Context: an optimization exercise on an open-source flow, tuned for small area. The choices shown serve that exercise and are no tape-out recipe.
Only simulation tests tie the RTL to the original design; equivalence was not proved.
The clock input has no modelled driver; a real chip could not lean on it and would need a root buffer or a full tree.
Power figures rest on the tool's default switching activity, not on a simulated workload.

Setup of run B:
==> flow/design.v (excerpt) <==
module alu8(input clk,
            input rst,
            input [7:0] operand_1,
            input [7:0] operand_2,
            input [3:0] opcode,
            output reg [7:0] alu_out,
            output reg z_flag,
            output reg cy_flag,
            output reg sign_flag);
  wire [7:0] result;
  wire z_next, cy_next, sign_next;
  ALU a1(operand_1, operand_2, opcode, z_flag, cy_flag, sign_flag, rst,
         z_next, cy_next, sign_next, result);
  always @(posedge clk) begin
    alu_out   <= result;
    z_flag    <= z_next;
    cy_flag   <= cy_next;
    sign_flag <= sign_next;
  end
endmodule
For scale: about 11 flip-flops, about 830 sq um of cells after synthesis.
export LEC_CHECK = 0
export CAP_MARGIN = 20
export CORE_AREA = 2 2 59 59
export DIE_AREA = 0 0 61 61
export GPL_TIMING_DRIVEN = 0
export SLEW_MARGIN = 20
create_clock -name core_clock -period 5.0 [get_ports {clk}]
standard.sh (not shown) runs the stock make flow with config.mk's settings and CLKGATE_MAP_FILE= SYNTH_SCRIPT=/design/flow/synth_recipe.tcl, a recipe that flattens the netlist after the stock synthesis.
==> flow/flow/run.sh <==
#!/bin/bash
# Own layout flow: the standard ORFS flow (standard.sh) with
#  * our own synthesis script (flow/synth.tcl),
#  * port buffers of the smallest buffer cell (buf_1) instead of ORFS's pick,
#  * one clock buffer for the 11 registers instead of CTS's tree
#    (flow/cts_post.tcl, run at the end of ORFS's CTS step).
# Each tool's output goes to ORFS's own logs under orfs/logs; make's output
# to flow_make.log.
set -euo pipefail
W=$(pwd)
export OWN_FLOW_DIR=$W/flow
export OWN_CLOCK_BUFFER=sky130_fd_sc_hd__buf_4
export OWN_CLOCK_BUFFERS=1
bash standard.sh \
  SYNTH_SCRIPT=$W/flow/synth.tcl \
  "BUFFER_PORTS_ARGS=-buffer_cell sky130_fd_sc_hd__buf_1" \
  POST_CTS_TCL=$W/flow/cts_post.tcl SKIP_CTS_REPAIR_TIMING=1 SKIP_INCREMENTAL_REPAIR=1 \
  finish > $W/flow_make.log 2>&1
Other scripts of this flow, unchanged in this note and not shown: flow/flow/abc_1.script, flow/flow/abc_2.script, flow/flow/abc_3.script, flow/flow/abc_4.script, flow/flow/cts_post.tcl, flow/flow/synth.tcl
Here is what was changed in the inputs of run D compared with run B.
diff --git a/flow/design.v b/flow/design.v
--- a/flow/design.v
+++ b/flow/design.v
@@ -28,21 +28,21 @@
   hd_nor2b_1 u_gpr(.A(rst), .B_N(op2), .Y(g_pr));
   hd_nor2b_1 u_ga(.A(op1), .B_N(g_pr), .Y(g_arith));
   hd_and2_1 u_gl(.A(op1), .B(g_pr), .X(g_logic));
   hd_nor2_1 u_gk(.A(op2), .B(rst), .Y(g_k));
   wire ng_k;
   hd_inv_1 u_ngk(.A(g_k), .Y(ng_k));
   wire [7:0] d;
   wire [8:0] c;
   hd_xor2_1 u_d0(.A(a[0]), .B(b[0]), .X(d[0]));
-  wire na0;
-  hd_inv_1 u_na0(.A(a[0]), .Y(na0));
-  hd_mux2i_1 u_c1(.A0(nsub_f), .A1(na0), .S(b[0]), .Y(c[1]));
+  wire n0;
+  hd_nand2_1 u_n0(.A(a[0]), .B(b[0]), .Y(n0));
+  hd_o21ai_1 u_c1(.A1(b[0]), .A2(nsub_f), .B1(n0), .Y(c[1]));
   wire bb1;
   hd_xnor2_1 u_bb1(.A(b[1]), .B(nsub_f), .Y(bb1));
   hd_fa_1 u_fa1(.A(a[1]), .B(bb1), .CIN(c[1]), .COUT(c[2]), .SUM(d[1]));
   wire bb2;
   hd_xor2_1 u_bb2(.A(b[2]), .B(sub), .X(bb2));
   hd_fa_1 u_fa2(.A(a[2]), .B(bb2), .CIN(c[2]), .COUT(c[3]), .SUM(d[2]));
   wire bb3;
   hd_xor2_1 u_bb3(.A(b[3]), .B(sub), .X(bb3));
   hd_fa_1 u_fa3(.A(a[3]), .B(bb3), .CIN(c[3]), .COUT(c[4]), .SUM(d[3]));
@@ -89,19 +89,19 @@
   hd_a21oi_1 u_e3(.A1(d[3]), .A2(o3), .B1(no4), .Y(e[3]));
   hd_xnor2_1 u_e4(.A(d[4]), .B(no4), .Y(e[4]));
   hd_a21oi_1 u_e5(.A1(d[5]), .A2(o5), .B1(no6), .Y(e[5]));
   hd_xnor2_1 u_e6(.A(d[6]), .B(no6), .Y(e[6]));
   hd_a21oi_1 u_e7(.A1(d[7]), .A2(o7), .B1(zp), .Y(e[7]));
   wire ngs;
   wire g_neg;
   wire g_pos;
   hd_nand2_1 u_ngs(.A(g_arith), .B(op0b), .Y(ngs));
-  hd_nor2_1 u_gneg(.A(ngs), .B(cout), .Y(g_neg));
+  hd_nor2_2 u_gneg(.A(ngs), .B(cout), .Y(g_neg));
   hd_o21a_1 u_gpos(.A1(ngs), .A2(cout), .B1(g_arith), .X(g_pos));
   wire [7:0] nr;
   wire [7:0] nl;
   hd_nand2_1 u_r0(.A(d[0]), .B(g_arith), .Y(nr[0]));
   hd_a22oi_1 u_r1(.A1(g_pos), .A2(d[1]), .B1(g_neg), .B2(e[1]), .Y(nr[1]));
   hd_a22oi_1 u_r2(.A1(g_pos), .A2(d[2]), .B1(g_neg), .B2(e[2]), .Y(nr[2]));
   hd_a22oi_1 u_r3(.A1(g_pos), .A2(d[3]), .B1(g_neg), .B2(e[3]), .Y(nr[3]));
   hd_a22oi_1 u_r4(.A1(g_pos), .A2(d[4]), .B1(g_neg), .B2(e[4]), .Y(nr[4]));
   hd_a22oi_1 u_r5(.A1(g_pos), .A2(d[5]), .B1(g_neg), .B2(e[5]), .Y(nr[5]));
@@ -189,32 +189,38 @@
 module hd_nand3_1(input A, input B, input C, output Y);
   assign Y = ~(A & B & C);
 endmodule
 module hd_nand4_1(input A, input B, input C, input D, output Y);
   assign Y = ~(A & B & C & D);
 endmodule
 module hd_nor2_1(input A, input B, output Y);
   assign Y = ~(A | B);
 endmodule
+module hd_nor2_2(input A, input B, output Y);
+  assign Y = ~(A | B);
+endmodule
 module hd_nor2b_1(input A, input B_N, output Y);
   assign Y = ~(A | ~B_N);
 endmodule
 module hd_nor3_1(input A, input B, input C, output Y);
   assign Y = ~(A | B | C);
 endmodule
 module hd_nor3b_1(input A, input B, input C_N, output Y);
   assign Y = ~(A | B | ~C_N);
 endmodule
 module hd_o211ai_1(input A1, input A2, input B1, input C1, output Y);
   assign Y = ~((A1 | A2) & B1 & C1);
 endmodule
 module hd_o21a_1(input A1, input A2, input B1, output X);
   assign X = (A1 | A2) & B1;
+endmodule
+module hd_o21ai_1(input A1, input A2, input B1, output Y);
+  assign Y = ~((A1 | A2) & B1);
 endmodule
 module hd_xnor2_1(input A, input B, output Y);
   assign Y = ~(A ^ B);
 endmodule
 module hd_xor2_1(input A, input B, output X);
   assign X = A ^ B;
 endmodule
 module alu8(input clk,
             input rst,
Results
In run D, total routed wire length on the met1 layer is lower than in run B.
[compare] base=run B new=run D: fraction of the core area covered by cells at the end of the flow essentially unchanged, routed wire length decreased 1.5%.
On design area, run D tracks run B almost exactly.
Summary of run D over run B: share of power burned in combinational logic essentially unchanged, detailed-route via count decreased 23, total power increased about 0.6%.
Routability-driven placement congestion ratio: run B and run D compared, higher one is run D
Run D ended with less worst setup slack than run B.
For sequential share of layout area, run D and run B come out practically identical.
Run D | status: complete | timing, DRC, antenna: pass
No run of this note takes its clock network from TritonCTS; it comes from the design's own scripts or RTL.

[re-timing with driven ports]
In the flow no input, the clock included, has a driving cell. The finished layouts below were timed again as built, in two steps. Step 1 (the two cells are an assumption about what drives the block):
set clk [get_ports {clk}]
set_driving_cell -lib_cell sky130_fd_sc_hd__clkbuf_16 $clk
set_driving_cell -lib_cell sky130_fd_sc_hd__buf_2 [delete_from_list [all_inputs] $clk]
Step 2, shift: input delay + t, output delay - t, t = (earliest + latest rising clock arrival at the registers) / 2. This alone moves slack from input paths to output paths. Three values: no drivers, after step 1, after step 2; two values: the first two.
run	t, ns	setup slack, ns	hold WS [ns]	worst setup path after step 2
run B	0.165	0.099 / 0.098 / -0.067	0.497 / 0.497 / 0.497	input to register
run D	0.164	0.065 / 0.057 / -0.107	0.508 / 0.508 / 0.508	input to register
Met with ideal ports but missed after step 2: setup timing in run B and run D. For run D, which loses most, drivers alone change the setup slack by -0.008 ns; drivers and shift together by -0.172 ns.
